Context: an optimization exercise on an open-source flow, tuned for small area and a short achievable clock period. The choices shown serve that exercise and are no tape-out recipe. Where RTL was checked, it was by simulation tests only, not by an equivalence proof against the original. No functional check of the RTL was part of runs 2 to 6.

**flow/config.mk**
```make
export PLATFORM = sky130hd
export DESIGN_NAME = gcd_top
export DESIGN_NICKNAME = gcd_top
export VERILOG_FILES = /design/flow/design.v
export SDC_FILE = /design/flow/constraint.sdc
export NUM_CORES = 4
export LEC_CHECK = 0
export CAP_MARGIN = 20
export CORE_MARGIN = 2
export CORE_UTILIZATION = 30
export PLACE_DENSITY = 0.42
export SLEW_MARGIN = 20
```
**flow/constraint.sdc**
```tcl
create_clock -name core_clock -period 4.5 [get_ports {Clk}]
set_input_delay 0.9000 -clock core_clock [delete_from_list [all_inputs] [get_ports {Clk}]]
set_output_delay 0.9000 -clock core_clock [all_outputs]
set_load 0.01 [all_outputs]
```
**flow/design.v**
```verilog
module gcd_input (
    input  wire        Clk,
    input  wire        Reset,
    input  wire        Start,
    input  wire [14:0] Ain,
    input  wire [14:0] Bin,
    output reg  [14:0] Xout,
    output reg  [14:0] Yout,
    output reg  [3:0]  Kout
);
reg  [14:0] a0, b0;
reg         v0;
reg  [14:0] a1, b1;
reg  [3:2]  k1;
reg         v1;
always @(posedge Clk or negedge Reset)
    if (!Reset)      v0 <= 1'b0;
    else if (Start)  v0 <= |(Ain | Bin);
always @(posedge Clk)
    if (Start) begin
        a0 <= Ain;
        b0 <= Bin;
    end
wire [14:0] o0  = a0 | b0;
wire        z8  = ~|o0[7:0];
wire [14:0] o0s = z8 ? {8'b0, o0[14:8]} : o0;
wire        z4  = ~|o0s[3:0];
wire [3:2]  k1n = {z8, z4};
wire [14:0] a0s = (z8 ? {8'b0, a0[14:8]} : a0);
wire [14:0] b0s = (z8 ? {8'b0, b0[14:8]} : b0);
always @(posedge Clk or negedge Reset)
    if (!Reset)      v1 <= 1'b0;
    else if (Start)  v1 <= v0;
always @(posedge Clk)
    if (Start) begin
        a1 <= z4 ? {4'b0, a0s[14:4]} : a0s;
        b1 <= z4 ? {4'b0, b0s[14:4]} : b0s;
        k1 <= k1n;
    end
wire [14:0] o1  = a1 | b1;
wire        z2  = ~|o1[1:0];
wire [14:0] a1s = z2 ? {2'b0, a1[14:2]} : a1;
wire [14:0] b1s = z2 ? {2'b0, b1[14:2]} : b1;
wire        z1  = ~(a1s[0] | b1s[0]);
wire [14:0] a2  = z1 ? {1'b0, a1s[14:1]} : a1s;
wire [14:0] b2  = z1 ? {1'b0, b1s[14:1]} : b1s;
wire        aodd = a2[0];
always @(posedge Clk or negedge Reset)
    if (!Reset)      Xout[0] <= 1'b0;
    else if (Start)  Xout[0] <= v1;
always @(posedge Clk)
    if (Start) begin
        Xout[14:1] <= aodd ? a2[14:1] : b2[14:1];
        Yout       <= aodd ? b2 : a2;
        Kout       <= {k1, z2, z1};
    end
endmodule
module gcd_plc #(
    parameter WYI = 14,
    parameter WYO = 14,
    parameter WXS = 15
)(
    input  wire           Clk,
    input  wire           Reset,
    input  wire           Start,
    input  wire [14:0]    Xin,
    input  wire [WYI-1:0] Yin,
    input  wire [3:0]     Kin,
    output reg  [14:0]    Xout,
    output reg  [WYO-1:0] Yout,
    output reg  [3:0]     Kout
);
localparam WP = WYI - 1;                  
localparam WQ = WXS - 1;                  
localparam W  = (WP > WQ) ? WP : WQ;
wire [W-1:0] p = Yin[WYI-1:1];
wire [W-1:0] q = Xin[WXS-1:1];
wire [W:0]   d  = {1'b0, p} - {1'b0, q};
wire         lt = d[W];                   
wire [W-1:0] dm = q - p;
wire [W-1:0] ad = lt ? dm : d[W-1:0];
wire         yo = Yin[0];
wire [W-1:0]  yn = yo ? ad : p;
wire [14:0]   xs = Yin;
always @(posedge Clk or negedge Reset)
    if (!Reset)      Xout[0] <= 1'b0;
    else if (Start)  Xout[0] <= Xin[0];
always @(posedge Clk)
    if (Start) begin
        Xout[14:1] <= (yo & lt) ? xs[14:1] : Xin[14:1];
        Yout       <= yn[WYO-1:0];
        Kout       <= Kin;
    end
endmodule
module gcd_plc_last (
    input  wire           Clk,
    input  wire           Reset,
    input  wire           Start,
    input  wire [14:0]    Xin,
    input  wire [3:0]     Kin,
    output reg  [14:0]    Xout,
    output reg  [3:0]     Kout
);
always @(posedge Clk or negedge Reset)
    if (!Reset)      Xout[0] <= 1'b0;
    else if (Start)  Xout[0] <= Xin[0];
always @(posedge Clk)
    if (Start) begin
        Xout[14:1] <= Xin[14:1];
        Kout       <= Kin;
    end
endmodule
module gcd_output (
    input  wire        Clk,
    input  wire        Reset,
    input  wire        Start,
    input  wire [14:0] Xin,
    input  wire [3:0]  Kin,
    output reg  [14:0] Pout,
    output reg         Done
);
wire [14:0] r = Xin << Kin;
always @(posedge Clk or negedge Reset)
    if (!Reset) begin
        Pout <= 15'b0;
        Done <= 1'b0;
    end else if (Start && Xin[0]) begin
        Pout <= r;
        Done <= 1'b1;
    end
endmodule
module gcd_top
#(
    parameter DATA_WIDTH = 16,
    parameter PIPELINE_DEPTH = 31
)(
    input wire                          Clk,
    input wire                          Reset,
    input wire                          Start,
    input wire  signed [DATA_WIDTH-1:0] A,
    input wire  signed [DATA_WIDTH-1:0] B,
    output wire signed [DATA_WIDTH-1:0] Result,
    output wire                         Done
);
wire [14:0] x0;
wire [14:0] y0;
wire [3:0] k0;
wire [14:0] x1;
wire [13:0] y1;
wire [3:0] k1;
wire [14:0] x2;
wire [13:0] y2;
wire [3:0] k2;
wire [14:0] x3;
wire [13:0] y3;
wire [3:0] k3;
wire [14:0] x4;
wire [13:0] y4;
wire [3:0] k4;
wire [14:0] x5;
wire [13:0] y5;
wire [3:0] k5;
wire [14:0] x6;
wire [13:0] y6;
wire [3:0] k6;
wire [14:0] x7;
wire [13:0] y7;
wire [3:0] k7;
wire [14:0] x8;
wire [13:0] y8;
wire [3:0] k8;
wire [14:0] x9;
wire [13:0] y9;
wire [3:0] k9;
wire [14:0] x10;
wire [13:0] y10;
wire [3:0] k10;
wire [14:0] x11;
wire [13:0] y11;
wire [3:0] k11;
wire [14:0] x12;
wire [13:0] y12;
wire [3:0] k12;
wire [14:0] x13;
wire [13:0] y13;
wire [3:0] k13;
wire [14:0] x14;
wire [13:0] y14;
wire [3:0] k14;
wire [14:0] x15;
wire [13:0] y15;
wire [3:0] k15;
wire [14:0] x16;
wire [12:0] y16;
wire [3:0] k16;
wire [14:0] x17;
wire [11:0] y17;
wire [3:0] k17;
wire [14:0] x18;
wire [10:0] y18;
wire [3:0] k18;
wire [14:0] x19;
wire [9:0] y19;
wire [3:0] k19;
wire [14:0] x20;
wire [8:0] y20;
wire [3:0] k20;
wire [14:0] x21;
wire [7:0] y21;
wire [3:0] k21;
wire [14:0] x22;
wire [6:0] y22;
wire [3:0] k22;
wire [14:0] x23;
wire [5:0] y23;
wire [3:0] k23;
wire [14:0] x24;
wire [4:0] y24;
wire [3:0] k24;
wire [14:0] x25;
wire [3:0] y25;
wire [3:0] k25;
wire [14:0] x26;
wire [2:0] y26;
wire [3:0] k26;
wire [14:0] x27;
wire [1:0] y27;
wire [3:0] k27;
wire [14:0] x28;
wire [0:0] y28;
wire [3:0] k28;
wire [14:0] x29;
wire [3:0] k29;
gcd_input input_inst (
    .Clk(Clk), .Reset(Reset), .Start(Start),
    .Ain(A[14:0]), .Bin(B[14:0]),
    .Xout(x0), .Yout(y0), .Kout(k0)
);
gcd_plc #(.WYI(15), .WYO(14), .WXS(15)) step1 (
    .Clk(Clk), .Reset(Reset), .Start(Start),
    .Xin(x0), .Yin(y0), .Kin(k0),
    .Xout(x1), .Yout(y1), .Kout(k1)
);
gcd_plc #(.WYI(14), .WYO(14), .WXS(15)) step2 (
    .Clk(Clk), .Reset(Reset), .Start(Start),
    .Xin(x1), .Yin(y1), .Kin(k1),
    .Xout(x2), .Yout(y2), .Kout(k2)
);
gcd_plc #(.WYI(14), .WYO(14), .WXS(15)) step3 (
    .Clk(Clk), .Reset(Reset), .Start(Start),
    .Xin(x2), .Yin(y2), .Kin(k2),
    .Xout(x3), .Yout(y3), .Kout(k3)
);
gcd_plc #(.WYI(14), .WYO(14), .WXS(15)) step4 (
    .Clk(Clk), .Reset(Reset), .Start(Start),
    .Xin(x3), .Yin(y3), .Kin(k3),
    .Xout(x4), .Yout(y4), .Kout(k4)
);
gcd_plc #(.WYI(14), .WYO(14), .WXS(15)) step5 (
    .Clk(Clk), .Reset(Reset), .Start(Start),
    .Xin(x4), .Yin(y4), .Kin(k4),
    .Xout(x5), .Yout(y5), .Kout(k5)
);
gcd_plc #(.WYI(14), .WYO(14), .WXS(15)) step6 (
    .Clk(Clk), .Reset(Reset), .Start(Start),
    .Xin(x5), .Yin(y5), .Kin(k5),
    .Xout(x6), .Yout(y6), .Kout(k6)
);
gcd_plc #(.WYI(14), .WYO(14), .WXS(15)) step7 (
    .Clk(Clk), .Reset(Reset), .Start(Start),
    .Xin(x6), .Yin(y6), .Kin(k6),
    .Xout(x7), .Yout(y7), .Kout(k7)
);
gcd_plc #(.WYI(14), .WYO(14), .WXS(15)) step8 (
    .Clk(Clk), .Reset(Reset), .Start(Start),
    .Xin(x7), .Yin(y7), .Kin(k7),
    .Xout(x8), .Yout(y8), .Kout(k8)
);
gcd_plc #(.WYI(14), .WYO(14), .WXS(15)) step9 (
    .Clk(Clk), .Reset(Reset), .Start(Start),
    .Xin(x8), .Yin(y8), .Kin(k8),
    .Xout(x9), .Yout(y9), .Kout(k9)
);
gcd_plc #(.WYI(14), .WYO(14), .WXS(15)) step10 (
    .Clk(Clk), .Reset(Reset), .Start(Start),
    .Xin(x9), .Yin(y9), .Kin(k9),
    .Xout(x10), .Yout(y10), .Kout(k10)
);
gcd_plc #(.WYI(14), .WYO(14), .WXS(15)) step11 (
    .Clk(Clk), .Reset(Reset), .Start(Start),
    .Xin(x10), .Yin(y10), .Kin(k10),
    .Xout(x11), .Yout(y11), .Kout(k11)
);
gcd_plc #(.WYI(14), .WYO(14), .WXS(15)) step12 (
    .Clk(Clk), .Reset(Reset), .Start(Start),
    .Xin(x11), .Yin(y11), .Kin(k11),
    .Xout(x12), .Yout(y12), .Kout(k12)
);
gcd_plc #(.WYI(14), .WYO(14), .WXS(15)) step13 (
    .Clk(Clk), .Reset(Reset), .Start(Start),
    .Xin(x12), .Yin(y12), .Kin(k12),
    .Xout(x13), .Yout(y13), .Kout(k13)
);
gcd_plc #(.WYI(14), .WYO(14), .WXS(15)) step14 (
    .Clk(Clk), .Reset(Reset), .Start(Start),
    .Xin(x13), .Yin(y13), .Kin(k13),
    .Xout(x14), .Yout(y14), .Kout(k14)
);
gcd_plc #(.WYI(14), .WYO(14), .WXS(15)) step15 (
    .Clk(Clk), .Reset(Reset), .Start(Start),
    .Xin(x14), .Yin(y14), .Kin(k14),
    .Xout(x15), .Yout(y15), .Kout(k15)
);
gcd_plc #(.WYI(14), .WYO(13), .WXS(14)) step16 (
    .Clk(Clk), .Reset(Reset), .Start(Start),
    .Xin(x15), .Yin(y15), .Kin(k15),
    .Xout(x16), .Yout(y16), .Kout(k16)
);
gcd_plc #(.WYI(13), .WYO(12), .WXS(13)) step17 (
    .Clk(Clk), .Reset(Reset), .Start(Start),
    .Xin(x16), .Yin(y16), .Kin(k16),
    .Xout(x17), .Yout(y17), .Kout(k17)
);
gcd_plc #(.WYI(12), .WYO(11), .WXS(12)) step18 (
    .Clk(Clk), .Reset(Reset), .Start(Start),
    .Xin(x17), .Yin(y17), .Kin(k17),
    .Xout(x18), .Yout(y18), .Kout(k18)
);
gcd_plc #(.WYI(11), .WYO(10), .WXS(11)) step19 (
    .Clk(Clk), .Reset(Reset), .Start(Start),
    .Xin(x18), .Yin(y18), .Kin(k18),
    .Xout(x19), .Yout(y19), .Kout(k19)
);
gcd_plc #(.WYI(10), .WYO(9), .WXS(10)) step20 (
    .Clk(Clk), .Reset(Reset), .Start(Start),
    .Xin(x19), .Yin(y19), .Kin(k19),
    .Xout(x20), .Yout(y20), .Kout(k20)
);
gcd_plc #(.WYI(9), .WYO(8), .WXS(9)) step21 (
    .Clk(Clk), .Reset(Reset), .Start(Start),
    .Xin(x20), .Yin(y20), .Kin(k20),
    .Xout(x21), .Yout(y21), .Kout(k21)
);
gcd_plc #(.WYI(8), .WYO(7), .WXS(8)) step22 (
    .Clk(Clk), .Reset(Reset), .Start(Start),
    .Xin(x21), .Yin(y21), .Kin(k21),
    .Xout(x22), .Yout(y22), .Kout(k22)
);
gcd_plc #(.WYI(7), .WYO(6), .WXS(7)) step23 (
    .Clk(Clk), .Reset(Reset), .Start(Start),
    .Xin(x22), .Yin(y22), .Kin(k22),
    .Xout(x23), .Yout(y23), .Kout(k23)
);
gcd_plc #(.WYI(6), .WYO(5), .WXS(6)) step24 (
    .Clk(Clk), .Reset(Reset), .Start(Start),
    .Xin(x23), .Yin(y23), .Kin(k23),
    .Xout(x24), .Yout(y24), .Kout(k24)
);
gcd_plc #(.WYI(5), .WYO(4), .WXS(5)) step25 (
    .Clk(Clk), .Reset(Reset), .Start(Start),
    .Xin(x24), .Yin(y24), .Kin(k24),
    .Xout(x25), .Yout(y25), .Kout(k25)
);
gcd_plc #(.WYI(4), .WYO(3), .WXS(4)) step26 (
    .Clk(Clk), .Reset(Reset), .Start(Start),
    .Xin(x25), .Yin(y25), .Kin(k25),
    .Xout(x26), .Yout(y26), .Kout(k26)
);
gcd_plc #(.WYI(3), .WYO(2), .WXS(3)) step27 (
    .Clk(Clk), .Reset(Reset), .Start(Start),
    .Xin(x26), .Yin(y26), .Kin(k26),
    .Xout(x27), .Yout(y27), .Kout(k27)
);
gcd_plc #(.WYI(2), .WYO(1), .WXS(2)) step28 (
    .Clk(Clk), .Reset(Reset), .Start(Start),
    .Xin(x27), .Yin(y27), .Kin(k27),
    .Xout(x28), .Yout(y28), .Kout(k28)
);
gcd_plc_last step29 (
    .Clk(Clk), .Reset(Reset), .Start(Start),
    .Xin(x28), .Kin(k28),
    .Xout(x29), .Kout(k29)
);
gcd_output output_inst (
    .Clk(Clk), .Reset(Reset), .Start(Start),
    .Xin(x29), .Kin(k29),
    .Pout(Result[14:0]), .Done(Done)
);
assign Result[15] = 1'b0;
endmodule
```
**flow/run.sh**
```bash
#!/bin/bash
# synth_recipe.tcl (not shown) runs the flow's synth.tcl, then flattens the netlist and writes it again
# the make line also repeats each setting of config.mk as NAME=value (left out here)
make -C /OpenROAD-flow-scripts/flow DESIGN_CONFIG=/design/flow/config.mk WORK_HOME=/design/flow/orfs CLKGATE_MAP_FILE= SYNTH_SCRIPT=/design/flow/synth_recipe.tcl finish
```
==> results of run 1 <==
cells in the final DEF (no fill, tap or decap), types with 20 or more instances in the layout:
master	Yosys	layout
edfxtp_1	917	917
inv_1	731	731
ha_1	559	559
o21ai_0	557	556
nand2_1	542	542
a21oi_1	519	519
nor2_1	377	377
mux2i_1	266	266
xnor2_1	134	134
a21o_1	132	132
nor2b_1	120	120
clkbuf_16	0	120
and2_1	115	115
mux2_2	110	110
nand3_1	82	82
nor3_1	79	79
a31oi_1	68	68
xor2_1	66	66
buf_4	6	59
nand2b_1	58	58
fa_1	53	53
dfrtp_1	48	48
clkdlybuf4s50_1	0	46
o211ai_1	41	41
and3_1	41	41
a211oi_1	32	32
or3_1	32	32
o21bai_1	31	31
nand4_1	30	30
nand3b_1	29	29
a221oi_1	27	27
clkinv_1	1	26
or2_2	24	24
o21a_1	23	23
o2111ai_1	22	22
o31ai_1	21	21
a21boi_0	20	20
per-layer routing:
| layer | GRT usage [%] | up-vias | routed length [µm] |
|---|---|---|---|
| met5 | 0 | - | 0 |
| met2 | 23.0 | 544 | 72400 |
| met4 | 3.07 | 0 | 3050 |
| li1 | - | 23100 | - |
| met1 | 19.1 | 21900 | 75100 |
| met3 | 1.79 | 191 | 3850 |
worst register-to-register path: stages, from the launching register on:
cell and delay [ns]:
edfxtp_1 0.38, inv_1 0.07, ha_1 0.23, fa_1 0.42
o21ai_1 0.25, a221oi_1 0.22, o41ai_4 0.75, buf_4 0.34
mux2i_1 0.38, a221oi_2 0.13, o21ai_0 0.23, mux2i_1 0.10
area by class of cell:
class                   count  share of cell area (%)
diodes                      4                  0.0139
clock buffers             143                    4.33
clock inverters            81                    1.11
inverters                 732                    3.80
multi-input cells        4524                    44.5
flip-flops and latches    965                    39.8
well taps                2838                    4.92
repair buffers            117                    1.58
per-stage QoR:
step	hold slack (ns)	setup slack (ns)
floorplan	0.400	1.45
global placement	0.401	0.827
detailed placement	0.405	0.824
CTS	0.308	0.784
global route	0.156	0.462
finish	0.159	0.767
cells by family (layout without fill, tap and decap cells):
kind of cell | after synthesis | after routing | share of synthesized area, %
compound gates | 1719 | 1719 | 16.3
simple gates | 1614 | 1614 | 12.0
buf+inv | 1013 | 1073 | 6.06
flops | 965 | 965 | 44.4
fa+ha+maj | 612 | 612 | 12.4
mux | 378 | 378 | 6.08
xor+xnor | 200 | 200 | 2.70
other cells | 1 | 5 | 0.00579
worst paths after layout:
path	start	end	slack, ns	cells past startpoint
worst min-delay path	Reset	step13.Xout[0]	0.16	1
worst min register to register	step16.Kout[3]	step17.Kout[3]	0.41	0
worst max register to register	step11.Yout[1]	step12.Yout[13]	0.77	11
min in group core_clock	step16.Kout[3]	step17.Kout[3]	0.41	0
max in group asynchronous	Reset	step29.Xout[0]	3.92	1
worst max-delay path	step11.Yout[1]	step12.Yout[13]	0.77	11
==> qor.csv, run 1 <==
stage,metric,value,unit
outcome,status,"complete, no violations",
cells_and_area,Multi-input gate area,32100,µm²
sta,Max Freq,268,MHz
sta,clock period minus final worst setup slack,3.73,ns
clock_network,clock slew at reported path FFs,0.06,ns
die,die width,469,µm
drt,first drt pass iteration count,6,
critical_path,Arrival @ worst endpoint,4.25,ns
cells_and_area,Layout fillers,21800,
yosys,leading area contributor after synthesis,edfxtp_1,
cells_and_area,fin cells,9404,
critical_path,CP Capture Type,register,
run,max-cap violation count,0,
critical_path,cell class contributing the biggest share of worst-path delay,compound AO/OA/AOI/OAI gates,
sta,RSZ-0062 raised after global routing,false,
critical_path,WP data required,5.01,ns
placed_design,placed inst area,68300,µm²
sta,# setup viols final,0,
die,die area,220000,µm²
yosys,syn avg cell area,9.96,µm²
die,Die H,469,µm
placed_design,Placer Congestion,0.829,
clock_network,Clock Sinks,965,
global_route,initial antenna violation count,1,
yosys,Area contributors post-synth,"edfxtp_1 43%, ha_1 11%, o21ai_0 4.3%",
yosys,Post-synth EDFFs,917,
global_route,Overflow after GRT,0,
sta,Fin. Hold Viols,0,
sta,"Slew Viols, Final",0,
drt,Final ANT Viol Nets,0,
yosys,"top cells by count, synth","917 x edfxtp_1, 731 x inv_1, 559 x ha_1",
critical_path,"Slowest-stage cell, CP",o41ai_4,
cells_and_area,nets,7105,
clock_network,post-CTS sizing,0,
sta,Setup Skew,0.0559,ns
clock_network,CTS tree,built,
critical_path,"most used cell, CP",mux2i_1,
yosys,top-count cell post-synth,edfxtp_1,
die,core footprint,215000,µm²
critical_path,critical path buffer and inverter count,2,
global_route,first-pass GRT wire length,248,mm
global_route,GRT Total Usage,13.8,%
critical_path,crit path cell chain,inv_1 > ha_1 > fa_1 > o21ai_1 > a221oi_1 > o41ai_4 > buf_4 > mux2i_1 > a221oi_2 > o21ai_0 > mux2i_1,
clock_network,Post-CTS Setup Inserts,0,
hold_path,Worst Hold Class,input pin to asynchronous set/reset pin,
drt,wire per inst,16.4,µm
yosys,synthesized net count,7149,
sta,Worst slew margin,28.5,%
global_route,vias in the first global route,44900,
cells_and_area,final core utilization,33.7,%
yosys,Synth top area share,42.5,%
placed_design,Post-DP HPWL,114,mm
die,Top Ports,52,
critical_path,WS Path Type,register to register,
critical_path,worst-path maximum fanout,13,
sta,"Period Utilization, post-route",83.0,%
drt,Vias,45700,
critical_path,CP max stage delay,0.75,ns
die,# rows,170,
yosys,Post-Syn Area,64800,µm²
yosys,post-synthesis async set-or-reset flop share,4.97,%
sta,Slew @ Worst Pin,1.07,ns
cells_and_area,final instance area,72200,µm²
drt,initial drt markers,2787,
yosys,Syn. warnings,18,
cells_and_area,Area Overhead vs Synth,11.5,%
clock_network,CTS Buffer Depth,3,
placed_design,placed cells,9176,
clock_network,worst skew pair latency,0.77,ns
global_route,largest net degree at the start of global routing,170,
yosys,Main synth FF type,edfxtp_1,
critical_path,startpoint types,register,
clock_network,CTS buffer count,118,
drt,Via density,4.85,
sta,setup TNS,0,ns
clock_network,htree depth,3,
yosys,Yosys reg bits,965,
clock_network,CTS Root Cell,clkbuf_16,
yosys,sequential share of the synthesized area,44.4,%
clock_network,cts hold-fix bufs,0,
yosys,Syn Inst Count,6502,
cells_and_area,Register Area,28700,µm²
die,Starting Density,30.2,%
drt,Post-Route WL,154,mm
placed_design,I/O Buffers,48,
drt,drt drc,0,
yosys,count of cell types in the netlist,105,
cells_and_area,fraction of layout cells with a size suffix above 1,6.57,%
==> run 2, diff against run 1 <==
--- a/flow/design.v
+++ b/flow/design.v
@@ -75,10 +75,24 @@
 localparam W  = (WP > WQ) ? WP : WQ;
 wire [W-1:0] p = Yin[WYI-1:1];
 wire [W-1:0] q = Xin[WXS-1:1];
-wire [W:0]   d  = {1'b0, p} - {1'b0, q};
-wire         lt = d[W];                   
-wire [W-1:0] dm = q - p;
-wire [W-1:0] ad = lt ? dm : d[W-1:0];
+wire [W-1:0] h = ~(p ^ q);
+wire [W-1:0] g = p & ~q;
+reg [W-1:0] gg, hh;
+integer lv, i;
+always @* begin
+    gg = g;
+    hh = h;
+    for (lv = 1; lv < W; lv = lv * 2)
+        for (i = 0; i < W; i = i + 1)
+            if ((i / lv) % 2 == 1) begin
+                gg[i] = gg[i] | (hh[i] & gg[(i / lv) * lv - 1]);
+                hh[i] = hh[i] & hh[(i / lv) * lv - 1];
+            end
+end
+wire [W:0]   c0 = {gg, 1'b0};             
+wire [W:0]   c1 = {gg | hh, 1'b1};        
+wire         ge = c1[W];                  
+wire [W-1:0] ad = h ^ (ge ? c1[W-1:0] : ~c0[W-1:0]);
 wire         yo = Yin[0];
 wire [W-1:0]  yn = yo ? ad : p;
 wire [14:0]   xs = Yin;
@@ -87,7 +101,7 @@
     else if (Start)  Xout[0] <= Xin[0];
 always @(posedge Clk)
     if (Start) begin
-        Xout[14:1] <= (yo & lt) ? xs[14:1] : Xin[14:1];
+        Xout[14:1] <= (yo & ~ge) ? xs[14:1] : Xin[14:1];
         Yout       <= yn[WYO-1:0];
         Kout       <= Kin;
     end
--- a/flow/config.mk
+++ b/flow/config.mk
@@ -5,8 +5,10 @@
 export SDC_FILE = /design/flow/constraint.sdc
 export NUM_CORES = 4
 export LEC_CHECK = 0
+export ABC_AREA = 1
 export CAP_MARGIN = 20
 export CORE_MARGIN = 2
-export CORE_UTILIZATION = 30
-export PLACE_DENSITY = 0.42
+export CORE_UTILIZATION = 60
+export PLACE_DENSITY = 0.7
+export SETUP_SLACK_MARGIN = 2.3
 export SLEW_MARGIN = 20
==> qor.csv, run 2 <==
stage,metric,value,unit,change
yosys,Syn. warnings,18,,unchanged
critical_path,"Slowest-stage cell, CP",edfxtp_1,,was o41ai_4
cells_and_area,fin cells,9422,,was 9404
clock_network,htree depth,3,,unchanged
critical_path,CP max stage delay,0.47,ns,was 0.75 ns
yosys,count of cell types in the netlist,57,,was 105
critical_path,WP data required,4.95,ns,was 5.01 ns
outcome,status,"complete, no violations",,unchanged
die,Die H,320,µm,was 469 µm
yosys,synthesized net count,7590,,was 7149
critical_path,worst-path maximum fanout,4,,was 13
sta,Setup Skew,0.0342,ns,was 0.0559 ns
critical_path,"most used cell, CP",nand2_1,,was mux2i_1
yosys,leading area contributor after synthesis,edfxtp_1,,unchanged
global_route,GRT Total Usage,28.7,%,was 13.8%
die,Top Ports,52,,unchanged
yosys,Post-synth EDFFs,917,,unchanged
cells_and_area,nets,8392,,was 7105
cells_and_area,"leading cell type in the layout, fill and taps excluded",nand2_1,,was edfxtp_1
drt,Vias,57400,,was 45700
yosys,sequential share of the synthesized area,48.0,%,was 44.4%
global_route,vias in the first global route,49400,,was 44900
critical_path,crit path cell chain,inv_2 > ha_4 > nand2_4 > inv_1 > a21oi_4 > nand3_4 > a21oi_4 > nand2_1 > nand2_1 > nand2_1 > nand3_1 > nand2_1,,was inv_1 > ha_1 > fa_1 > o21ai_1 > a221oi_1 > o41ai_4 > buf_4 > mux2i_1 > a221oi_2 > o21ai_0 > mux2i_1
clock_network,CTS tree,built,,unchanged
die,die area,102000,µm²,was 220000 µm²
cells_and_area,most frequent cells in the layout,"1784 x nand2_1, 917 x edfxtp_1, 889 x inv_1",,"was 917 x edfxtp_1, 731 x inv_1, 559 x ha_1"
critical_path,startpoint types,register,,unchanged
drt,drt drc,0,,unchanged
run,max-cap violation count,0,,unchanged
yosys,Post-Syn Area,59900,µm²,was 64800 µm²
placed_design,Post-DP HPWL,90.4,mm,was 114 mm
sta,RSZ-0062 raised after global routing,true,,was false
yosys,Syn Inst Count,7242,,was 6502
drt,Final ANT Viol Nets,0,,unchanged
critical_path,CP Capture Type,register,,unchanged
sta,Fin. Hold Viols,0,,unchanged
global_route,largest net degree at the start of global routing,177,,was 170
clock_network,Clock Sinks,965,,unchanged
yosys,Main synth FF type,edfxtp_1,,unchanged
sta,Worst slew margin,27.4,%,was 28.5%
critical_path,critical path buffer and inverter count,2,,unchanged
sta,"Period Utilization, post-route",55.3,%,was 83.0%
yosys,post-synthesis async set-or-reset flop share,4.97,%,unchanged
die,Starting Density,60.7,%,was 30.2%
yosys,Synth top area share,46.0,%,was 42.5%
placed_design,I/O Buffers,48,,unchanged
yosys,syn avg cell area,8.27,µm²,was 9.96 µm²
drt,first drt pass iteration count,7,,was 6
critical_path,cell class contributing the biggest share of worst-path delay,simple AND/OR/NAND/NOR gates,,was compound AO/OA/AOI/OAI gates
clock_network,worst skew pair latency,0.72,ns,was 0.77 ns
global_route,Overflow after GRT,0,,unchanged
cells_and_area,fraction of layout cells with a size suffix above 1,35.3,%,was 6.57%
die,die width,320,µm,was 469 µm
hold_path,Worst Hold Class,input pin to asynchronous set/reset pin,,unchanged
global_route,initial antenna violation count,0,,was 1
sta,clock period minus final worst setup slack,2.49,ns,was 3.73 ns
cells_and_area,Area Overhead vs Synth,37.0,%,was 11.5%
sta,Max Freq,402,MHz,was 268 MHz
die,# rows,115,,was 170
yosys,Area contributors post-synth,"edfxtp_1 46%, nand2_1 15%, inv_1 6.7%",,"was edfxtp_1 43%, ha_1 11%, o21ai_0 4.3%"
cells_and_area,Ant. Diodes,0,,was 4
yosys,"top cells by count, synth","2357 x nand2_1, 1068 x inv_1, 917 x edfxtp_1",,"was 917 x edfxtp_1, 731 x inv_1, 559 x ha_1"
clock_network,clock slew at reported path FFs,0.07,ns,was 0.06 ns
drt,Post-Route WL,191,mm,was 154 mm
global_route,first-pass GRT wire length,242,mm,was 248 mm
sta,Slew @ Worst Pin,1.09,ns,was 1.07 ns
drt,initial drt markers,6806,,was 2787
die,core footprint,98700,µm²,was 215000 µm²
clock_network,CTS Buffer Depth,3,,unchanged
sta,setup TNS,0,ns,unchanged
critical_path,WS Path Type,register to register,,unchanged
drt,wire per inst,20.3,µm,was 16.4 µm
clock_network,CTS Root Cell,clkbuf_16,,unchanged
yosys,top-count cell post-synth,nand2_1,,was edfxtp_1
placed_design,placed cells,8416,,was 9176
clock_network,CTS buffer count,104,,was 118
placed_design,Placer Congestion,0.881,,was 0.829
critical_path,Arrival @ worst endpoint,2.94,ns,was 4.25 ns
sta,# setup viols final,0,,unchanged
yosys,Yosys reg bits,965,,unchanged
drt,Via density,6.10,,was 4.85
clock_network,cts hold-fix bufs,0,,unchanged
sta,"Slew Viols, Final",0,,unchanged
[run 2: worst paths after layout]
check / start / to / slack (ns) / cells after the start
worst max-delay path: step11.Xout[8] / step12.Yout[9] / 2.01 / 12
worst min-delay path: Reset / input_inst.v0 / 0.29 / 2
worst max register to register: step11.Xout[8] / step12.Yout[9] / 2.01 / 12
worst min register to register: step14.Kout[1] / step15.Kout[1] / 0.41 / 0
max in group asynchronous: Reset / step29.Xout[0] / 3.74 / 2
min in group core_clock: step14.Kout[1] / step15.Kout[1] / 0.41 / 0
[run 2: routing by layer]
layer	GRT usage [%]	vias to the layer above	routed length, µm
met5	0	-	0
li1	-	25600	-
met1	37.2	27000	70300
met2	48.7	3606	93200
met4	11.7	0	11300
met3	3.72	1202	16300
[run 2: layout make-up]
type                    instances  area (µm²)
fillers                      5121       16600
repair inverters               25         319
repair buffers                794        7110
multi-input cells            5063       36400
inverters                    1091        4240
clock inverters                76         918
flip-flops and latches        965       28700
well taps                    1287        1610
clock buffers                 121        2750
[run 2: stage by stage]
step / hold WS [ns] / instance area [µm²] / setup WS [ns] / util [%]
final: 0.287 / 82100 / 2.01 / 83.1
after floorplan: 0.400 / 59900 / 2.43 / -
after global placement: 0.401 / 61000 / 1.58 / 61.8
after detailed placement: 0.405 / 61000 / 1.57 / 61.8
after global routing: 0.329 / 82100 / 1.92 / 83.1
after CTS: 0.293 / 71900 / 2.20 / 72.8
[run 2: logic make-up after synthesis]
logic type,count (synthesis),share of synthesized area [%]
and+or+nand+nor,3780,28.0
buffers and inverters,1272,8.89
DFF,965,48.0
AOI/OAI and AO/OA,908,8.51
adders and majority gates,313,6.54
muxes,3,0.0501
other,1,0.00626
[run 2: worst register-to-register path: stages (launching register included)]
cell and delay, ns:
edfxtp_1 0.47, inv_2 0.16, ha_4 0.24, nand2_4 0.08, inv_1 0.07, a21oi_4 0.22, nand3_4 0.19, a21oi_4 0.31
nand2_1 0.15, nand2_1 0.08, nand2_1 0.07, nand3_1 0.08, nand2_1 0.11
[run 2: repair_timing]
action                                  CTS  global route
gates cloned                             68            25
gates resized for setup                 678          1803
pin swaps                               238           830
buffers inserted                        328           388
endpoints found under the setup margin  705           669
==> run 3, diff against run 2 <==
--- a/flow/config.mk
+++ b/flow/config.mk
@@ -10,5 +10,4 @@
 export CORE_MARGIN = 2
 export CORE_UTILIZATION = 60
 export PLACE_DENSITY = 0.7
-export SETUP_SLACK_MARGIN = 2.3
 export SLEW_MARGIN = 20
==> qor.csv, run 3 <==
stage,metric,value,unit,change
sta,Worst slew margin,31.0,%,was 27.4%
sta,# setup viols final,0,,unchanged
yosys,leading area contributor after synthesis,edfxtp_1,,unchanged
yosys,post-synthesis async set-or-reset flop share,4.97,%,unchanged
yosys,Yosys reg bits,965,,unchanged
yosys,Main synth FF type,edfxtp_1,,unchanged
yosys,count of cell types in the netlist,57,,unchanged
die,die area,102000,µm²,unchanged
clock_network,post-CTS sizing,0,,was 678
cells_and_area,"leading cell type in the layout, fill and taps excluded",nand2_1,,unchanged
critical_path,critical path buffer and inverter count,0,,was 2
drt,Post-Route WL,128,mm,was 191 mm
cells_and_area,final core utilization,65.5,%,was 83.1%
sta,Setup Skew,0.0368,ns,was 0.0342 ns
placed_design,I/O Buffers,48,,unchanged
drt,drt drc,0,,unchanged
yosys,Syn Inst Count,7242,,unchanged
sta,Slew @ Worst Pin,1.04,ns,was 1.09 ns
clock_network,Clock Sinks,965,,unchanged
clock_network,Post-CTS Setup Inserts,0,,was 328
critical_path,worst-path maximum fanout,27,,was 4
cells_and_area,Register Area,28700,µm²,unchanged
cells_and_area,Ant. Diodes,0,,unchanged
die,# rows,115,,unchanged
sta,RSZ-0062 raised after global routing,false,,was true
die,Starting Density,60.7,%,unchanged
global_route,initial antenna violation count,0,,unchanged
yosys,syn avg cell area,8.27,µm²,unchanged
yosys,synthesized net count,7590,,unchanged
sta,clock period minus final worst setup slack,2.96,ns,was 2.49 ns
cells_and_area,fraction of layout cells with a size suffix above 1,7.28,%,was 35.3%
critical_path,startpoint types,register,,unchanged
critical_path,crit path cell chain,ha_1 > a21oi_2 > o21ai_1 > a21oi_2 > nand2_4 > nor2_8 > o21ai_1,,was inv_2 > ha_4 > nand2_4 > inv_1 > a21oi_4 > nand3_4 > a21oi_4 > nand2_1 > nand2_1 > nand2_1 > nand3_1 > nand2_1
yosys,top-count cell post-synth,nand2_1,,unchanged
yosys,Post-synth EDFFs,917,,unchanged
drt,Via density,5.45,,was 6.10
drt,initial drt markers,3589,,was 6806
cells_and_area,most frequent cells in the layout,"2357 x nand2_1, 1068 x inv_1, 917 x edfxtp_1",,"was 1784 x nand2_1, 917 x edfxtp_1, 889 x inv_1"
drt,Vias,47000,,was 57400
clock_network,CTS buffer count,104,,unchanged
cells_and_area,nets,7583,,was 8392
clock_network,CTS Buffer Depth,3,,unchanged
global_route,GRT Total Usage,24.8,%,was 28.7%
clock_network,CTS Root Cell,clkbuf_16,,unchanged
sta,Max Freq,338,MHz,was 402 MHz
hold_path,Worst Hold Class,input pin to asynchronous set/reset pin,,unchanged
placed_design,Placer Congestion,0.881,,unchanged
yosys,Area contributors post-synth,"edfxtp_1 46%, nand2_1 15%, inv_1 6.7%",,unchanged
clock_network,worst skew pair latency,0.71,ns,was 0.72 ns
die,Top Ports,52,,unchanged
drt,Final ANT Viol Nets,0,,unchanged
critical_path,cell class contributing the biggest share of worst-path delay,compound AO/OA/AOI/OAI gates,,was simple AND/OR/NAND/NOR gates
clock_network,clock slew at reported path FFs,0.06,ns,was 0.07 ns
critical_path,Arrival @ worst endpoint,3.36,ns,was 2.94 ns
clock_network,cts hold-fix bufs,0,,unchanged
critical_path,WS Path Type,register to register,,unchanged
drt,first drt pass iteration count,6,,was 7
sta,setup TNS,0,ns,unchanged
critical_path,WP data required,4.91,ns,was 4.95 ns
sta,Fin. Hold Viols,0,,unchanged
sta,"Period Utilization, post-route",65.7,%,was 55.3%
die,die width,320,µm,unchanged
yosys,sequential share of the synthesized area,48.0,%,unchanged
yosys,Post-Syn Area,59900,µm²,unchanged
clock_network,CTS tree,built,,unchanged
run,max-cap violation count,0,,unchanged
critical_path,CP max stage delay,0.66,ns,was 0.47 ns
drt,wire per inst,14.8,µm,was 20.3 µm
placed_design,Post-DP HPWL,90.4,mm,unchanged
critical_path,CP Capture Type,register,,unchanged
sta,"Slew Viols, Final",0,,unchanged
yosys,Synth top area share,46.0,%,unchanged
outcome,status,"complete, no violations",,unchanged
yosys,Syn. warnings,18,,unchanged
global_route,vias in the first global route,44000,,was 49400
global_route,largest net degree at the start of global routing,177,,unchanged
die,core footprint,98700,µm²,unchanged
cells_and_area,Area Overhead vs Synth,7.94,%,was 37.0%
global_route,first-pass GRT wire length,212,mm,was 242 mm
critical_path,"Slowest-stage cell, CP",a21oi_2,,was edfxtp_1
die,Die H,320,µm,unchanged
cells_and_area,Layout fillers,8243,,was 5121
yosys,"top cells by count, synth","2357 x nand2_1, 1068 x inv_1, 917 x edfxtp_1",,unchanged
clock_network,htree depth,3,,unchanged
global_route,Overflow after GRT,0,,unchanged
cells_and_area,Multi-input gate area,25800,µm²,was 36400 µm²
## run 3: worst paths after layout
kind                                start                   to  slack [ns]  depth (start not counted)
setup / recovery           step6.Yout[10]        step7.Xout[9]        1.54                          7
hold / removal                      Reset        step6.Xout[0]        0.31                          2
setup reg to reg           step6.Yout[10]        step7.Xout[9]        1.54                          7
hold reg to reg            step14.Kout[1]       step15.Kout[1]        0.41                          0
max in group asynchronous           Reset  output_inst.Pout[6]        3.74                          2
min in group core_clock    step14.Kout[1]       step15.Kout[1]        0.41                          0
## run 3: logic make-up (layout without fill, tap and decap cells)
group | count (synthesis) | count (layout) | share of synthesized area [%]
compound gates | 908 | 908 | 8.51
fa+ha+maj | 313 | 313 | 6.54
buf+inv | 1272 | 1356 | 8.89
flops | 965 | 965 | 48.0
mux | 3 | 3 | 0.0501
other cells | 1 | 1 | 0.00626
simple gates | 3780 | 3780 | 28.0
## run 3: metal layers
layer	vias to the layer above	wire length, µm	global-route usage, %
met5	-	0	0
met3	231	6240	2.95
met2	1150	61400	42.4
met1	21800	56600	33.0
li1	23800	-	-
met4	0	3400	8.43
## run 3: cell type report
type | count | share of cell area [%]
Sequential cell | 965 | 44.5
Multi-Input combinational cell | 5005 | 40.0
Inverter | 1091 | 6.33
Clock buffer | 121 | 4.25
Tap cell | 1287 | 2.49
Clock inverter | 76 | 1.42
Timing Repair Buffer | 68 | 1.09
## run 3: per-stage QoR
stage | cells | instance area, µm² | hold slack (ns) | setup slack, ns
floorplan | 7242 | 59900 | 0.400 | 2.43
global placement | 8416 | 61000 | 0.401 | 1.58
detailed placement | 8416 | 61000 | 0.405 | 1.57
CTS | 8613 | 64600 | 0.293 | 1.57
global route | 8613 | 64600 | 0.341 | 1.33
finish | 8613 | 64600 | 0.310 | 1.54
## run 3: worst reg2reg max path, cell delays in order, from the launching register on
cell and delay (ns):
edfxtp_1 0.41, ha_1 0.37, a21oi_2 0.21, o21ai_1 0.18, a21oi_2 0.66, nand2_4 0.31
nor2_8 0.38, o21ai_1 0.16
==> run 4, diff against run 3 <==
--- a/flow/config.mk
+++ b/flow/config.mk
@@ -10,4 +10,5 @@
 export CORE_MARGIN = 2
 export CORE_UTILIZATION = 60
 export PLACE_DENSITY = 0.7
+export SETUP_SLACK_MARGIN = 1.2
 export SLEW_MARGIN = 20
==> qor.csv, run 4 <==
stage,metric,value,unit,change
outcome,status,"complete, no violations",,unchanged
clock_network,Post-CTS Setup Inserts,0,,unchanged
cells_and_area,final core utilization,65.5,%,unchanged
hold_path,Worst Hold Class,input pin to asynchronous set/reset pin,,unchanged
sta,Max Freq,338,MHz,unchanged
sta,"Period Utilization, post-route",65.7,%,unchanged
yosys,Post-synth EDFFs,917,,unchanged
placed_design,placed inst area,61000,µm²,unchanged
yosys,top-count cell post-synth,nand2_1,,unchanged
critical_path,CP Capture Type,register,,unchanged
drt,drt drc,0,,unchanged
critical_path,"Slowest-stage cell, CP",a21oi_2,,unchanged
critical_path,crit path cell chain,ha_1 > a21oi_2 > o21ai_1 > a21oi_2 > nand2_4 > nor2_8 > o21ai_1,,unchanged
yosys,sequential share of the synthesized area,48.0,%,unchanged
run,max-cap violation count,0,,unchanged
yosys,Syn. warnings,18,,unchanged
critical_path,WP data required,4.91,ns,about the same
global_route,Overflow after GRT,0,,unchanged
critical_path,flop-to-flop setup slack,1.54,ns,about the same
cells_and_area,most frequent cells in the layout,"2357 x nand2_1, 1068 x inv_1, 917 x edfxtp_1",,unchanged
global_route,largest net degree at the start of global routing,177,,unchanged
critical_path,CP max stage delay,0.66,ns,about the same
drt,wire per inst,14.8,µm,unchanged
cells_and_area,nets,7583,,unchanged
cells_and_area,"leading cell type in the layout, fill and taps excluded",nand2_1,,unchanged
clock_network,CTS Root Cell,clkbuf_16,,unchanged
yosys,Post-Syn Area,59900,µm²,unchanged
global_route,met2 global-route usage,42.4,%,unchanged
yosys,Main synth FF type,edfxtp_1,,unchanged
sta,# setup viols final,0,,unchanged
sta,Worst slew margin,31.0,%,unchanged
clock_network,CTS buffer count,104,,unchanged
yosys,Yosys reg bits,965,,unchanged
yosys,"top cells by count, synth","2357 x nand2_1, 1068 x inv_1, 917 x edfxtp_1",,unchanged
placed_design,Post-DP HPWL,90.4,mm,unchanged
clock_network,Clock Sinks,965,,unchanged
clock_network,worst skew pair latency,0.71,ns,about the same
clock_network,cts hold-fix bufs,0,,unchanged
yosys,Synth top area share,46.0,%,unchanged
placed_design,Placer Congestion,0.881,,unchanged
drt,first drt pass iteration count,6,,unchanged
sta,Fin. Hold Viols,0,,unchanged
clock_network,htree depth,3,,unchanged
placed_design,"worst slack, placed",1.57,ns,unchanged
cells_and_area,Layout fillers,8243,,unchanged
yosys,Area contributors post-synth,"edfxtp_1 46%, nand2_1 15%, inv_1 6.7%",,unchanged
global_route,vias in the first global route,44000,,unchanged
global_route,initial antenna violation count,0,,unchanged
die,# rows,115,,unchanged
sta,Slew @ Worst Pin,1.04,ns,unchanged
clock_network,clock slew at reported path FFs,0.06,ns,about the same
clock_network,CTS Buffer Depth,3,,unchanged
global_route,GRT Total Usage,24.8,%,unchanged
drt,Via density,5.45,,unchanged
global_route,first-pass GRT wire length,212,mm,unchanged
clock_network,post-CTS sizing,0,,unchanged
die,die area,102000,µm²,unchanged
cells_and_area,Ant. Diodes,0,,unchanged
global_route,grt peak-use layer,met2,,unchanged
drt,Final ANT Viol Nets,0,,unchanged
sta,final worst setup slack,1.54,ns,unchanged
die,die width,320,µm,unchanged
critical_path,worst-path maximum fanout,27,,unchanged
sta,setup TNS,0,ns,unchanged
yosys,Syn Inst Count,7242,,unchanged
die,Starting Density,60.7,%,unchanged
die,core footprint,98700,µm²,unchanged
drt,Post-Route WL,128,mm,unchanged
yosys,synthesized net count,7590,,unchanged
sta,Setup Skew,0.0368,ns,unchanged
sta,clock period minus final worst setup slack,2.96,ns,unchanged
yosys,post-synthesis async set-or-reset flop share,4.97,%,unchanged
global_route,grt met1 use,33.0,%,unchanged
cells_and_area,fraction of layout cells with a size suffix above 1,7.28,%,unchanged
die,Top Ports,52,,unchanged
cells_and_area,Area Overhead vs Synth,7.94,%,unchanged
cells_and_area,final instance area,64600,µm²,unchanged
cells_and_area,Multi-input gate area,25800,µm²,unchanged
yosys,leading area contributor after synthesis,edfxtp_1,,unchanged
clock_network,CTS tree,built,,unchanged
global_route,grt met3 use,2.95,%,unchanged
critical_path,Arrival @ worst endpoint,3.36,ns,about the same
cells_and_area,Register Area,28700,µm²,unchanged
sta,"Slew Viols, Final",0,,unchanged
sta,RSZ-0062 raised after global routing,false,,unchanged
drt,Vias,47000,,unchanged
yosys,count of cell types in the netlist,57,,unchanged
critical_path,startpoint types,register,,unchanged
yosys,syn avg cell area,8.27,µm²,unchanged
placed_design,I/O Buffers,48,,unchanged
die,Die H,320,µm,unchanged
critical_path,WS Path Type,register to register,,unchanged
drt,initial drt markers,3589,,unchanged
[run 4: worst paths after layout]
check	cells past startpoint	to	start
setup / recovery	7	step7.Xout[9]	step6.Yout[10]
hold / removal	2	step6.Xout[0]	Reset
setup reg to reg	7	step7.Xout[9]	step6.Yout[10]
hold reg to reg	0	step15.Kout[1]	step14.Kout[1]
max in group asynchronous	2	output_inst.Pout[6]	Reset
min in group core_clock	0	step15.Kout[1]	step14.Kout[1]
[run 4: per-layer routing]
| layer | part of all wire [%] | up-vias |
|---|---|---|
| li1 | - | 23800 |
| met1 | 44 | 21800 |
| met2 | 48 | 1150 |
| met3 | 4.9 | 231 |
| met4 | 2.7 | 0 |
| met5 | 0 | - |
[run 4: worst max-delay path, delay by kind of cell, from the launching register on]
kind	cells	cell delay [ns]
compound gates	4	1.20
fa+ha+maj	1	0.37
flops	1	0.41
simple gates	2	0.69
[run 4: logic make-up after synthesis]
group	after synthesis	synth area share (%)
AND/OR/NAND/NOR	3780	28.0
AO/OA/AOI/OAI	908	8.51
flip-flops	965	48.0
other	1	0.00626
multiplexers	3	0.0501
adder cells (fa/ha/maj)	313	6.54
buffers and inverters	1272	8.89
[run 4: stage by stage]
step / hold WS (ns) / std cells
after floorplan: 0.400 / 7242
after global placement: 0.401 / 8416
after detailed placement: 0.405 / 8416
after CTS: 0.293 / 8613
after global routing: 0.341 / 8613
final: 0.310 / 8613
[run 4: cell type report]
| type | instances | share of cell area, % |
|---|---|---|
| multi-input combinational | 5005 | 40.0 |
| clock inverter | 76 | 1.42 |
| tap | 1287 | 2.49 |
| sequential | 965 | 44.5 |
| timing repair buffer | 68 | 1.09 |
| clock buffer | 121 | 4.25 |
| inverter | 1091 | 6.33 |
==> run 5, diff against run 4 <==
--- a/flow/config.mk
+++ b/flow/config.mk
@@ -10,5 +10,5 @@
 export CORE_MARGIN = 2
 export CORE_UTILIZATION = 60
 export PLACE_DENSITY = 0.7
-export SETUP_SLACK_MARGIN = 1.2
+export SETUP_SLACK_MARGIN = 1.7
 export SLEW_MARGIN = 20
==> qor.csv, run 5 <==
stage,metric,value,unit,change
outcome,status,"complete, no violations",,unchanged
die,die area,102000,µm²,unchanged
yosys,post-synthesis async set-or-reset flop share,4.97,%,unchanged
sta,Fin. Hold Viols,0,,unchanged
critical_path,CP Capture Type,register,,unchanged
global_route,initial antenna violation count,0,,unchanged
cells_and_area,Ant. Diodes,0,,unchanged
clock_network,Clock Sinks,965,,unchanged
yosys,leading area contributor after synthesis,edfxtp_1,,unchanged
global_route,first-pass GRT wire length,212,mm,about the same
global_route,GRT Total Usage,24.8,%,about the same
yosys,Area contributors post-synth,"edfxtp_1 46%, nand2_1 15%, inv_1 6.7%",,unchanged
yosys,Post-Syn Area,59900,µm²,unchanged
cells_and_area,"leading cell type in the layout, fill and taps excluded",nand2_1,,unchanged
cells_and_area,Register Area,28700,µm²,unchanged
die,die width,320,µm,unchanged
die,# rows,115,,unchanged
placed_design,"worst slack, placed",1.57,ns,unchanged
placed_design,Post-DP HPWL,90.4,mm,unchanged
sta,Setup Skew,0.0334,ns,was 0.0368 ns
yosys,synthesized net count,7590,,unchanged
yosys,"top cells by count, synth","2357 x nand2_1, 1068 x inv_1, 917 x edfxtp_1",,unchanged
drt,Vias,47200,,was 47000
cells_and_area,most frequent cells in the layout,"2355 x nand2_1, 1068 x inv_1, 917 x edfxtp_1",,"was 2357 x nand2_1, 1068 x inv_1, 917 x edfxtp_1"
critical_path,Arrival @ worst endpoint,3.09,ns,was 3.36 ns
drt,initial drt markers,3804,,was 3589
clock_network,CTS buffer count,104,,unchanged
yosys,Synth top area share,46.0,%,unchanged
clock_network,worst skew pair latency,0.70,ns,was 0.71 ns
drt,first drt pass iteration count,9,,was 6
sta,clock period minus final worst setup slack,2.67,ns,was 2.96 ns
sta,Worst slew margin,30.8,%,was 31.0%
clock_network,clock slew at reported path FFs,0.06,ns,about the same
cells_and_area,final instance area,65000,µm²,was 64600 µm²
sta,setup TNS,0,ns,unchanged
yosys,sequential share of the synthesized area,48.0,%,unchanged
yosys,Syn. warnings,18,,unchanged
yosys,Yosys reg bits,965,,unchanged
critical_path,worst r2r dst,step9.Yout[11],,was step7.Xout[9]
die,core footprint,98700,µm²,unchanged
cells_and_area,fraction of layout cells with a size suffix above 1,7.58,%,was 7.28%
die,Top Ports,52,,unchanged
yosys,Post-synth EDFFs,917,,unchanged
critical_path,startpoint types,register,,unchanged
global_route,largest net degree at the start of global routing,177,,unchanged
cells_and_area,Area Overhead vs Synth,8.44,%,was 7.94%
yosys,syn avg cell area,8.27,µm²,unchanged
placed_design,placed inst area,61000,µm²,unchanged
cells_and_area,Multi-input gate area,26000,µm²,was 25800 µm²
yosys,count of cell types in the netlist,57,,unchanged
cells_and_area,Layout fillers,8221,,was 8243
sta,Max Freq,375,MHz,was 338 MHz
cells_and_area,final core utilization,65.8,%,was 65.5%
sta,"Period Utilization, post-route",59.3,%,was 65.7%
clock_network,CTS Root Cell,clkbuf_16,,unchanged
clock_network,CTS Buffer Depth,3,,unchanged
drt,Via density,5.47,,was 5.45
global_route,Overflow after GRT,0,,unchanged
sta,"Slew Viols, Final",0,,unchanged
drt,Post-Route WL,129,mm,was 128 mm
critical_path,WS Path Type,register to register,,unchanged
drt,Final ANT Viol Nets,0,,unchanged
critical_path,worst-path maximum fanout,13,,was 27
run,max-cap violation count,0,,unchanged
placed_design,I/O Buffers,48,,unchanged
sta,# setup viols final,0,,unchanged
hold_path,Worst Hold Class,input pin to asynchronous set/reset pin,,unchanged
die,Starting Density,60.7,%,unchanged
placed_design,Placer Congestion,0.881,,unchanged
yosys,Syn Inst Count,7242,,unchanged
clock_network,htree depth,3,,unchanged
global_route,vias in the first global route,44000,,about the same
sta,Slew @ Worst Pin,1.04,ns,about the same
sta,RSZ-0062 raised after global routing,true,,was false
critical_path,reg2reg start,step8.Yout[6],,was step6.Yout[10]
clock_network,CTS tree,built,,unchanged
drt,drt drc,0,,unchanged
critical_path,R2R depth,11,,was 7
drt,wire per inst,14.9,µm,was 14.8 µm
sta,final worst setup slack,1.83,ns,was 1.54 ns
cells_and_area,nets,7606,,was 7583
critical_path,WP data required,4.92,ns,was 4.91 ns
yosys,Main synth FF type,edfxtp_1,,unchanged
critical_path,flop-to-flop setup slack,1.83,ns,was 1.54 ns
yosys,top-count cell post-synth,nand2_1,,unchanged
die,Die H,320,µm,unchanged
## run 5: cell counts after synthesis
Identical to the previous run, type by type.
## run 5: stage by stage
step | instances | hold WS [ns]
after floorplan | 7242 | 0.400
final | 8636 | 0.303
after detailed placement | 8416 | 0.405
after global placement | 8416 | 0.401
after global routing | 8636 | 0.341
after CTS | 8613 | 0.293
## run 5: worst max-delay path by stage
| stage | slack (ns) | cells past startpoint | endpoint | start |
|---|---|---|---|---|
| 6_report | 1.83 | 11 | step9.Yout[11] | step8.Yout[6] |
| 5_1_grt | 1.69 | 13 | step2.Yout[10] | step1.Yout[2] |
| 4_1_cts | 1.74 | 6 | step23.Xout[2] | step22.Yout[2] |
| 3_5_place_dp | 1.57 | 7 | output_inst.Pout[14] | Start |
| 3_3_place_gp | 1.58 | 7 | output_inst.Pout[14] | Start |
| 2_1_floorplan | 2.43 | 14 | step3.Yout[2] | step2.Yout[3] |
## run 5: final cells by class
class                      instances  share of cell area (%)
sequential                       965                    44.2
multi-input combinational       5013                    40.0
inverter                        1091                    6.32
clock buffer                     121                    4.23
tap                             1287                    2.48
clock inverter                    76                    1.41
timing repair buffer              83                    1.28
## run 5: cell families (layout without fill, tap and decap cells)
| logic type | after synthesis | after routing | share of synthesized area (%) |
|---|---|---|---|
| other | 1 | 1 | 0.00626 |
| AND/OR/NAND/NOR | 3780 | 3788 | 28.0 |
| adder cells (fa/ha/maj) | 313 | 313 | 6.54 |
| AO/OA/AOI/OAI | 908 | 908 | 8.51 |
| flip-flops | 965 | 965 | 48.0 |
| buffers and inverters | 1272 | 1371 | 8.89 |
| multiplexers | 3 | 3 | 0.0501 |
## run 5: what timing repair did
item / CTS / global route
hold buffers: 0 / 0
cloned: 0 / 8
resized for setup: 2 / 22
endpoints found under the setup margin: 20 / 200
buffers inserted: 0 / 15
pin swaps: 0 / 14
## run 5: worst max-delay path, cell delays in order, from the launching register on
cell	delay [ns]
edfxtp_1	0.50
ha_1	0.39
nand2_1	0.08
nand2_1	0.10
a21oi_2	0.25
nand3_4	0.15
nand2_2	0.25
nand2_2	0.25
nand2_1	0.13
nand3_1	0.07
nand3_1	0.10
nand2_1	0.11
## run 5: per-layer routing
layer | wire length, µm | global-route usage (%) | up-vias
li1 | - | - | 23900
met1 | 57300 | 33.0 | 21900
met2 | 61800 | 42.4 | 1224
met3 | 6570 | 2.94 | 225
met4 | 3340 | 8.38 | 0
met5 | 0 | 0 | -
==> run 6, diff against run 5 <==
--- a/flow/config.mk
+++ b/flow/config.mk
@@ -10,5 +10,5 @@
 export CORE_MARGIN = 2
 export CORE_UTILIZATION = 60
 export PLACE_DENSITY = 0.7
-export SETUP_SLACK_MARGIN = 1.7
+export SETUP_SLACK_MARGIN = 2.05
 export SLEW_MARGIN = 20
==> qor.csv, run 6 <==
stage,metric,value,unit,change
outcome,status,"complete, no violations",,unchanged
critical_path,CP max stage delay,0.42,ns,was 0.50 ns
cells_and_area,Area Overhead vs Synth,15.0,%,was 8.44%
sta,Max Freq,412,MHz,was 375 MHz
die,Starting Density,60.7,%,unchanged
yosys,Syn. warnings,18,,unchanged
sta,"Slew Viols, Final",0,,unchanged
global_route,first-pass GRT wire length,216,mm,was 212 mm
sta,RSZ-0062 raised after global routing,true,,unchanged
clock_network,worst skew pair latency,0.71,ns,was 0.70 ns
placed_design,"worst slack, placed",1.57,ns,unchanged
critical_path,WS Path Type,register to register,,unchanged
cells_and_area,final instance area,68900,µm²,was 65000 µm²
clock_network,clock slew at reported path FFs,0.06,ns,about the same
sta,hold_ws,0.304,ns,was 0.303 ns
placed_design,placed inst area,61000,µm²,unchanged
yosys,synthesized net count,7590,,unchanged
critical_path,flop-to-flop setup slack,2.07,ns,was 1.83 ns
die,core footprint,98700,µm²,unchanged
yosys,Area contributors post-synth,"edfxtp_1 46%, nand2_1 15%, inv_1 6.7%",,unchanged
critical_path,startpoint types,register,,unchanged
critical_path,R2R depth,11,,unchanged
global_route,vias in the first global route,44500,,was 44000
cells_and_area,Register Area,28700,µm²,unchanged
cells_and_area,Layout fillers,7669,,was 8221
drt,drt drc,0,,unchanged
cells_and_area,nets,7806,,was 7606
yosys,Synth top area share,46.0,%,unchanged
critical_path,WP data required,4.92,ns,about the same
yosys,Syn Inst Count,7242,,unchanged
critical_path,worst-path maximum fanout,13,,unchanged
clock_network,CTS Buffer Depth,3,,unchanged
cells_and_area,Multi-input gate area,28300,µm²,was 26000 µm²
sta,setup TNS,0,ns,unchanged
die,# rows,115,,unchanged
critical_path,Arrival @ worst endpoint,2.85,ns,was 3.09 ns
global_route,initial antenna violation count,0,,unchanged
clock_network,htree depth,3,,unchanged
yosys,sequential share of the synthesized area,48.0,%,unchanged
cells_and_area,fraction of layout cells with a size suffix above 1,11.9,%,was 7.58%
critical_path,CP Capture Type,register,,unchanged
cells_and_area,Ant. Diodes,0,,unchanged
clock_network,CTS tree,built,,unchanged
sta,Fin. Hold Viols,0,,unchanged
clock_network,CTS buffer count,104,,unchanged
cells_and_area,final core utilization,69.8,%,was 65.8%
yosys,Yosys reg bits,965,,unchanged
die,Die H,320,µm,unchanged
sta,Setup Skew,0.0326,ns,was 0.0334 ns
critical_path,"most used cell, CP",nand2_2,,was nand2_1
global_route,largest net degree at the start of global routing,177,,unchanged
critical_path,worst r2r dst,step6.Xout[3],,was step9.Yout[11]
drt,wire per inst,15.8,µm,was 14.9 µm
yosys,count of cell types in the netlist,57,,unchanged
global_route,Overflow after GRT,0,,unchanged
yosys,Post-Syn Area,59900,µm²,unchanged
placed_design,Post-DP HPWL,90.4,mm,unchanged
drt,Post-Route WL,139,mm,was 129 mm
placed_design,I/O Buffers,48,,unchanged
drt,Final ANT Viol Nets,0,,unchanged
yosys,syn avg cell area,8.27,µm²,unchanged
die,die area,102000,µm²,unchanged
yosys,post-synthesis async set-or-reset flop share,4.97,%,unchanged
die,Top Ports,52,,unchanged
sta,# setup viols final,0,,unchanged
cells_and_area,most frequent cells in the layout,"2333 x nand2_1, 1067 x inv_1, 917 x edfxtp_1",,"was 2355 x nand2_1, 1068 x inv_1, 917 x edfxtp_1"
critical_path,reg2reg start,step5.Yout[4],,was step8.Yout[6]
yosys,"top cells by count, synth","2357 x nand2_1, 1068 x inv_1, 917 x edfxtp_1",,unchanged
clock_network,CTS Root Cell,clkbuf_16,,unchanged
die,die width,320,µm,unchanged
yosys,Main synth FF type,edfxtp_1,,unchanged
clock_network,Clock Sinks,965,,unchanged
yosys,top-count cell post-synth,nand2_1,,unchanged
drt,Via density,5.55,,was 5.47
drt,initial drt markers,4195,,was 3804
placed_design,Placer Congestion,0.881,,unchanged
cells_and_area,"leading cell type in the layout, fill and taps excluded",nand2_1,,unchanged
run,max-cap violation count,0,,unchanged
sta,final worst setup slack,2.07,ns,was 1.83 ns
sta,"Period Utilization, post-route",54.0,%,was 59.3%
hold_path,Worst Hold Class,input pin to asynchronous set/reset pin,,unchanged
yosys,Post-synth EDFFs,917,,unchanged
sta,Worst slew margin,29.0,%,was 30.8%
sta,Slew @ Worst Pin,1.06,ns,was 1.04 ns
yosys,leading area contributor after synthesis,edfxtp_1,,unchanged
drt,Vias,49100,,was 47200
global_route,GRT Total Usage,25.5,%,was 24.8%
critical_path,"Slowest-stage cell, CP",edfxtp_1,,unchanged
sta,clock period minus final worst setup slack,2.43,ns,was 2.67 ns
drt,first drt pass iteration count,6,,was 9
critical_path,crit path cell chain,ha_1 > nand2_1 > inv_1 > nand2_1 > nand2_2 > nand2_2 > nand3_4 > a21oi_4 > nand2_2 > inv_6 > o21ai_0,,was ha_1 > nand2_1 > nand2_1 > a21oi_2 > nand3_4 > nand2_2 > nand2_2 > nand2_1 > nand3_1 > nand3_1 > nand2_1
==> run 6: cell counts after synthesis <==
Identical to the previous run, type by type.
==> run 6: what timing repair did <==
item                                   4_1_cts  5_1_grt
pin swaps                                   29       72
hold buffers                                 0        0
gates resized for setup                     82      276
setup buffers                               36      139
cloned                                      18       30
endpoints found under the hold margin        0        0
setup endpoints to repair                  469      626
==> run 6: layout make-up <==
| class | instances | share of cell area (%) |
|---|---|---|
| clock buffer | 121 | 3.99 |
| clock inverter | 76 | 1.33 |
| inverter | 1091 | 6.07 |
| multi-input combinational | 5039 | 41.1 |
| sequential | 965 | 41.7 |
| tap | 1287 | 2.34 |
| timing repair buffer | 244 | 3.33 |
| timing repair inverter | 13 | 0.138 |
==> run 6: cells by family (layout without fill, tap and decap cells) <==
kind of cell	after synthesis	in the layout	share of synthesized area [%]
buffers and inverters	1272	1545	8.89
adders and majority gates	313	313	6.54
AOI/OAI and AO/OA	908	908	8.51
muxes	3	3	0.0501
DFF	965	965	48.0
other	1	1	0.00626
and+or+nand+nor	3780	3814	28.0
==> run 6: critical path: cells and delay by family (launching register included) <==
kind / cells / cell delay, ns
and+or+nand+nor: 6 / 0.76
AOI/OAI and AO/OA: 2 / 0.35
adders and majority gates: 1 / 0.36
DFF: 1 / 0.42
buffers and inverters: 2 / 0.25
==> run 6: stage by stage <==
stage,cells
2_1_floorplan,7242
3_3_place_gp,8416
3_5_place_dp,8416
4_1_cts,8667
5_1_grt,8836
6_report,8836
==> run 6: worst max path at each step <==
| stage | startpoint | endpoint | slack [ns] | depth (start not counted) |
|---|---|---|---|---|
| detailed placement | Start | output_inst.Pout[14] | 1.57 | 7 |
| global route | step5.Yout[11] | step6.Xout[3] | 1.98 | 11 |
| global placement | Start | output_inst.Pout[14] | 1.58 | 7 |
| finish | step5.Yout[4] | step6.Xout[3] | 2.07 | 11 |
| CTS | step5.Yout[6] | step6.Xout[3] | 2.00 | 9 |
| floorplan | step2.Yout[3] | step3.Yout[2] | 2.43 | 14 |
==> run 6: per-layer routing <==
layer / vias to the layer above / part of all wire (%) / GRT usage (%)
met1: 22900 / 43 / 34.2
met3: 304 / 5.8 / 2.91
met4: 0 / 2.8 / 8.20
met5: - / 0 / 0
li1: 24400 / - / -
met2: 1507 / 48 / 43.3

==> afterwards: timing with drivers on the ports <==
The results above use ideal ports. As a check the final layouts listed here were re-extracted and re-timed, cells and wires unchanged. Step 1: set_driving_cell puts a clkbuf_16 on Clk and a buf_2 on each other input, an assumption about the parent block. Step 2 also shifts input and output timing later by t, the mid clock arrival at the registers, as if the neighbouring blocks saw the same clock. Three values: ideal ports, drivers, drivers and shift; two values: the first two.
run	t (ns)	setup WS [ns]	clock arrival spread, ns	worst register clock-pin slew, ns	pins driven straight from the clock port
run 1	0.838	0.767 / 0.767 / 0.767	0.064 / 0.064	0.06 / 0.06	1
run 2	0.780	2.011 / 2.011 / 1.585	0.039 / 0.039	0.07 / 0.07	1
run 3	0.760	1.543 / 1.543 / 1.543	0.039 / 0.039	0.06 / 0.06	1
run 4	0.760	1.543 / 1.543 / 1.543	0.039 / 0.039	0.06 / 0.06	1
run 5	0.758	1.833 / 1.833 / 1.557	0.038 / 0.037	0.06 / 0.06	1
run 6	0.764	2.072 / 2.072 / 1.543	0.036 / 0.036	0.06 / 0.06	1
After both steps every run listed still meets setup and hold. For run 6, which loses most, drivers alone change the setup slack by 0.000 ns; drivers and shift together by -0.529 ns.
